From an optimization exercise on the open Yosys and OpenROAD flow, aimed at small area, a short achievable clock period and few clock cycles; shortcuts taken in it are not production practice.
In this exercise RTL edits were held to simulation tests only and were not proved equivalent to the original.
Power figures rest on the tool's default switching activity, not on a simulated workload.

==> flow/design.v <==
module mips_multicycle(clk, rst, mem_read_data, mem_adr, mem_write_data, mem_read, mem_write);
  input clk, rst;
  input [31:0] mem_read_data;
  output [31:0] mem_adr;
  output [31:0] mem_write_data;
  output mem_read, mem_write;
  reg  [31:0] pc;          
  reg  [31:0] adr;         
  reg         e_valid;
  reg         e_alu;       
  reg         e_lw, e_sw, e_beq, e_jr;
  reg         e_sub;       
  reg         e_and, e_or, e_slt;
  reg  [4:0]  e_rd, e_rs, e_rt;    
  reg  [15:0] e_imm;
  reg  [31:0] a, b, sd;    
  reg  [31:0] r;
  reg  [4:0]  w_rd;
  reg         m_valid, m_lw, mw;
  reg  [4:0]  m_rd;
  reg  [31:0] m_wd;
  reg  [31:0] rf [1:31];
  reg  [31:1] rf_ok;       
  wire [31:0] a_e = a;
  wire [31:0] y   = b;
  wire [31:0] yx  = e_sub ? ~y : y;
  wire [32:0] kg [0:6];
  wire [32:0] kp [0:6];
  assign kg[0] = {a_e & yx, e_sub};
  assign kp[0] = {a_e ^ yx, 1'b0};
  genvar ks, kb;
  generate for (ks = 0; ks < 6; ks = ks + 1) begin : kst
    for (kb = 0; kb < 33; kb = kb + 1) begin : kbt
      if (kb >= (1 << ks)) begin : c
        assign kg[ks+1][kb] = kg[ks][kb] | (kp[ks][kb] & kg[ks][kb - (1 << ks)]);
        assign kp[ks+1][kb] = kp[ks][kb] & kp[ks][kb - (1 << ks)];
      end else begin : p
        assign kg[ks+1][kb] = kg[ks][kb];
        assign kp[ks+1][kb] = kp[ks][kb];
      end
    end
  end endgenerate
  wire [32:0] sum = {kg[6][32], (a_e ^ yx) ^ kg[6][31:0]};    
  wire [31:0] alu_res = e_and ? (a_e & y) :
                        e_or  ? (a_e | y) :
                        e_slt ? {31'd0, ~sum[32]} : sum[31:0];
  wire        e_go    = e_valid & ~m_valid;
  wire        e_mem   = e_go & (e_lw | e_sw);
  wire        taken   = e_go & ((e_beq & (a_e == y)) | e_jr);
  wire [31:0] btarget = {pc[31:2] + {{14{e_imm[15]}}, e_imm}, 2'b00};
  wire [4:0]  e_wa    = (e_go & e_alu) ? e_rd : 5'd0;
  wire [31:0] ins   = mem_read_data;
  wire [5:0]  op    = ins[31:26];
  wire [4:0]  f_rs  = ins[25:21];
  wire [4:0]  f_rt  = ins[20:16];
  wire        f_r   = (op == 6'b000000);
  wire        f_addi= (op == 6'b001001);
  wire        f_slti= (op == 6'b001010);
  wire        f_lw  = (op == 6'b100011);
  wire        f_sw  = (op == 6'b101011);
  wire        f_beq = (op == 6'b000100);
  wire        f_j   = (op == 6'b000010);
  wire        f_jal = (op == 6'b000011);
  wire        f_jr  = (op == 6'b000110);
  wire        f_imm = f_addi | f_slti | f_lw | f_sw;
  wire [5:0]  fn    = ins[5:0];
  wire [31:0] pc4   = pc + 32'd4;
  wire        hit_a = e_wa != 5'd0 && e_wa == f_rs;    
  wire        hit_b = e_wa != 5'd0 && e_wa == f_rt;
  reg  [31:0] rs_v, rt_v;
  reg  [31:1] rd_ok;
  integer k;
  always @(*) begin
    for (k = 1; k < 32; k = k + 1) rd_ok[k] = rf_ok[k] & (w_rd != k);
    rs_v = r & {32{w_rd != 5'd0 && w_rd == f_rs}};
    rt_v = r & {32{w_rd != 5'd0 && w_rd == f_rt}};
    for (k = 1; k < 32; k = k + 1) begin
      rs_v = rs_v | (rf[k] & {32{f_rs == k && rd_ok[k]}});
      rt_v = rt_v | (rf[k] & {32{f_rt == k && rd_ok[k]}});
    end
  end
  wire        f_jr_go = f_jr & ~hit_a;
  wire [31:0] pc_n  = taken ? (e_jr ? a_e : btarget) :
                      f_jr_go ? rs_v :
                      (f_j | f_jal) ? {pc4[31:28], ins[25:0], 2'b00} : pc4;
  wire [4:0]  rf_wa = m_valid ? (m_lw ? m_rd : 5'd0) : w_rd;
  wire [31:0] rf_wd = m_valid ? mem_read_data : r;
  integer i;
  always @(posedge clk) begin
    for (i = 1; i < 32; i = i + 1)
      if (rf_wa == i) rf[i] <= rf_wd;
    if (rst) rf_ok <= 31'd0;
    else if (rf_wa != 5'd0) rf_ok[rf_wa] <= 1'b1;
  end
  always @(posedge clk) begin
    r     <= alu_res;
    m_lw  <= e_lw;
    m_rd  <= e_rd;
    m_wd  <= sd;
  end
  always @(posedge clk) begin
    if (rst) begin
      pc      <= 32'd0;
      adr     <= 32'd0;
      e_valid <= 1'b0;
      m_valid <= 1'b0;
      mw      <= 1'b0;
      w_rd    <= 5'd0;
    end else if (m_valid) begin
      m_valid <= 1'b0;
      mw      <= 1'b0;
      adr     <= pc;
      w_rd    <= 5'd0;
      if (m_lw && m_rd != 5'd0 && m_rd == e_rs) a <= mem_read_data;
      if (m_lw && m_rd != 5'd0 && m_rd == e_rt) begin
        if (e_sw) sd <= mem_read_data;
        else      b  <= mem_read_data;
      end
    end else begin
      m_valid <= e_mem;
      mw      <= e_go & e_sw;
      adr     <= e_mem ? sum[31:0] : pc_n;
      w_rd    <= e_wa;
      pc        <= pc_n;
      e_valid   <= ~taken;
      e_alu     <= f_r | f_addi | f_slti | f_jal;
      e_lw      <= f_lw;
      e_sw      <= f_sw;
      e_beq     <= f_beq;
      e_jr      <= f_jr & hit_a;
      e_sub     <= (f_r & (fn == 6'b100011 || fn == 6'b101010)) | f_slti;
      e_and     <= f_r & ~(fn == 6'b100000 || fn == 6'b100011 || fn == 6'b100101 || fn == 6'b101010);
      e_or      <= f_r & (fn == 6'b100101);
      e_slt     <= (f_r & (fn == 6'b101010)) | f_slti;
      e_rd      <= f_r ? ins[15:11] : f_jal ? 5'd31 : (f_addi | f_slti | f_lw) ? f_rt : 5'd0;
      e_rs      <= (f_j | f_jal) ? 5'd0 : f_rs;
      e_rt      <= (f_r | f_beq | f_sw) ? f_rt : 5'd0;
      e_imm     <= ins[15:0];
      a         <= f_jal ? 32'd0 : hit_a ? alu_res : rs_v;
      b         <= f_jal ? pc4 : f_imm ? {{16{ins[15]}}, ins[15:0]} : hit_b ? alu_res : rt_v;
      sd        <= hit_b ? alu_res : rt_v;
    end
  end
  assign mem_adr        = adr;
  assign mem_write_data = m_wd;
  assign mem_write      = mw;
  assign mem_read       = ~mw;
endmodule
==> flow/config.mk <==
export PLATFORM = sky130hd
export DESIGN_NAME = mips_multicycle
export DESIGN_NICKNAME = mips_multicycle
export VERILOG_FILES = /design/flow/design.v
export SDC_FILE = /design/flow/constraint.sdc
export NUM_CORES = 4
export LEC_CHECK = 0
export CAP_MARGIN = 20
export CORE_MARGIN = 2
export CORE_UTILIZATION = 40
export PLACE_DENSITY = 0.6
export SETUP_SLACK_MARGIN = 3.5
export SLEW_MARGIN = 20
export TNS_END_PERCENT = 0
==> flow/constraint.sdc <==
create_clock -name core_clock -period 6.5 [get_ports {clk}]
set_input_delay 1.3000 -clock core_clock [delete_from_list [all_inputs] [get_ports {clk}]]
set_output_delay 1.3000 -clock core_clock [all_outputs]
set_load 0.01 [all_outputs]
run.sh (not shown) runs the stock make flow with config.mk's settings and CLKGATE_MAP_FILE= SYNTH_SCRIPT=/design/flow/synth_recipe.tcl, a recipe that flattens the netlist after the stock synthesis.
Testbench counts at the start, summed over its fixed seeds: cycles 33,395.
Rerun with:
SETUP_SLACK_MARGIN = 2.6   (was 3.5)
TNS_END_PERCENT = default   (was 0)
Worst setup slack improved by 0.025 ns.
Utilization stays flat.
Register-to-register slack stays flat.

Another version of the RTL of mips_multicycle (not shown whole).
Size: roughly 4,900 cells after synthesis, about 1,200 flip-flops, about 59,000 um^2 of cells after synthesis.
make LEC_CHECK=0 ABC_CLOCK_PERIOD_IN_PS=3500 CAP_MARGIN=20 CORE_MARGIN=2 CORE_UTILIZATION=45 PLACE_DENSITY=0.6 SETUP_SLACK_MARGIN=2.5 SLEW_MARGIN=20 finish   # period 6.5 ns
The baseline finished with timing, DRC and antenna clean.
Testbench counts at the start, summed over its fixed seeds: cycles 34,184.
Then changed:
Settings changed: ABC_CLOCK_PERIOD_IN_PS 3500 to default, SETUP_SLACK_MARGIN 2.5 to default.
Combinational power came out lower by 23%.
Register-to-register slack is worse by 1.3 ns.
Worst setup slack got worse by 1.3 ns.
Wire length is lower by 6.9%.

== run B ==
mips_multicycle, a different RTL version from the one above (not shown whole).
For scale: ~100 I/O pins, about 0.063 sq mm of cells after synthesis.
## mips_multicycle
module mips_multicycle(clk, rst, mem_read_data, mem_adr, mem_write_data, mem_read, mem_write);
==> flow/config.mk <==
export PLATFORM = sky130hd
export DESIGN_NAME = mips_multicycle
export DESIGN_NICKNAME = mips_multicycle
export VERILOG_FILES = /design/flow/design.v
export SDC_FILE = /design/flow/constraint.sdc
export NUM_CORES = 4
export LEC_CHECK = 0
export CAP_MARGIN = 20
export CORE_MARGIN = 2
export CORE_UTILIZATION = 40
export CTS_BUF_LIST = sky130_fd_sc_hd__clkbuf_8
export CTS_CLUSTER_SIZE = 30
export PLACE_DENSITY = 0.6
export SETUP_SLACK_MARGIN = 2.6
export SLEW_MARGIN = 20
==> flow/constraint.sdc <==
create_clock -name core_clock -period 6.5 [get_ports {clk}]
set_input_delay 1.3000 -clock core_clock [delete_from_list [all_inputs] [get_ports {clk}]]
set_output_delay 1.3000 -clock core_clock [all_outputs]
set_load 0.01 [all_outputs]
standard.sh (not shown) runs the stock make flow with config.mk's settings and CLKGATE_MAP_FILE= SYNTH_SCRIPT=/design/flow/synth_recipe.tcl, a recipe that flattens the netlist after the stock synthesis.
==> flow/flow/run.sh <==
#!/bin/bash
# Layout: the standard flow (standard synthesis and ORFS steps unchanged), with two
# placement/sizing options: the port buffers are sky130_fd_sc_hd__buf_4 instead of the
# delay cell buffer_ports picks by default, and the sizer may change a cell's footprint.
# make's full output goes to make.log in this folder; ORFS keeps its per-step logs in orfs/logs.
set -euo pipefail
bash standard.sh MATCH_CELL_FOOTPRINT=0 "BUFFER_PORTS_ARGS=-buffer_cell sky130_fd_sc_hd__buf_4" finish > make.log 2>&1
Testbench counts of run B, summed over its fixed seeds: cycles 33,395.
Input changes introduced in run D (baseline for comparison: run B):
==> flow/run.sh (new file) <==
#!/bin/bash
# synth_recipe.tcl (not shown) runs the flow's synth.tcl, then flattens the netlist and writes it again
# the make line also repeats each setting of config.mk as NAME=value (left out here)
make -C /OpenROAD-flow-scripts/flow DESIGN_CONFIG=/design/flow/config.mk WORK_HOME=/design/flow/orfs CLKGATE_MAP_FILE= SYNTH_SCRIPT=/design/flow/synth_recipe.tcl finish
removed: flow/flow/run.sh
removed: flow/standard.sh
Findings:
- Looking at the reports, run D completed the entire flow and the layout it produced met the timing, design-rule and antenna checks.
- Run D against run B; first-pass GRT wire length is up slightly.
- The run with more routed wire is run D, not run B.
- Summary of run D over run B: amount of wire on met2 after detailed routing rose by about 1.7%; switching part of the total rose by 0.21 points; power dissipated by switching net loads rose by 0.071 mW.
- Diff run B -> run D: fraction of area in registers went down 1.6 points; area growth from synthesis to final layout went up 3.8 points.
- Going from run B to run D, worst reg-to-reg path cell count grows by 1.

what the ideal ports hide:
The results above use ideal ports. As a check the final layouts listed here were re-extracted and re-timed, cells and wires unchanged. Step 1, drivers: a clkbuf_16 drives clk and a buf_2 each remaining input, both assumed. Step 2 times the ports against the registers' clock, not the clock port: input delays grow and output delays shrink by t, the midpoint of the rising clock arrivals with the driver on. Slacks: ideal / step 1 / step 2; pairs: ideal / step 1.
run | shift t [ns] | setup slack, ns | latest minus earliest clock arrival (ns) | slew at the worst register clock pin (ns)
the first run of note 1 | 0.899 | 2.507 / 2.574 / 1.676 | 0.049 / 0.049 | 0.07 / 0.07
the second run of note 1 | 0.895 | 2.532 / 2.579 / 1.707 | 0.045 / 0.045 | 0.07 / 0.07
the first run of note 2 | 0.893 | 2.249 / 2.249 / 1.590 | 0.038 / 0.037 | 0.07 / 0.07
the second run of note 2 | 0.879 | 0.943 / 0.943 / 0.328 | 0.046 / 0.046 | 0.07 / 0.07
run B | 1.028 | 2.439 / 2.493 / 1.465 | 0.066 / 0.066 | 0.07 / 0.07
run D | 1.046 | 2.384 / 2.384 / 1.428 | 0.092 / 0.091 | 0.08 / 0.08
After both steps setup and hold are still met in every run listed. For run B, which loses most, drivers alone change the setup slack by +0.054 ns; drivers and shift together by -0.974 ns.
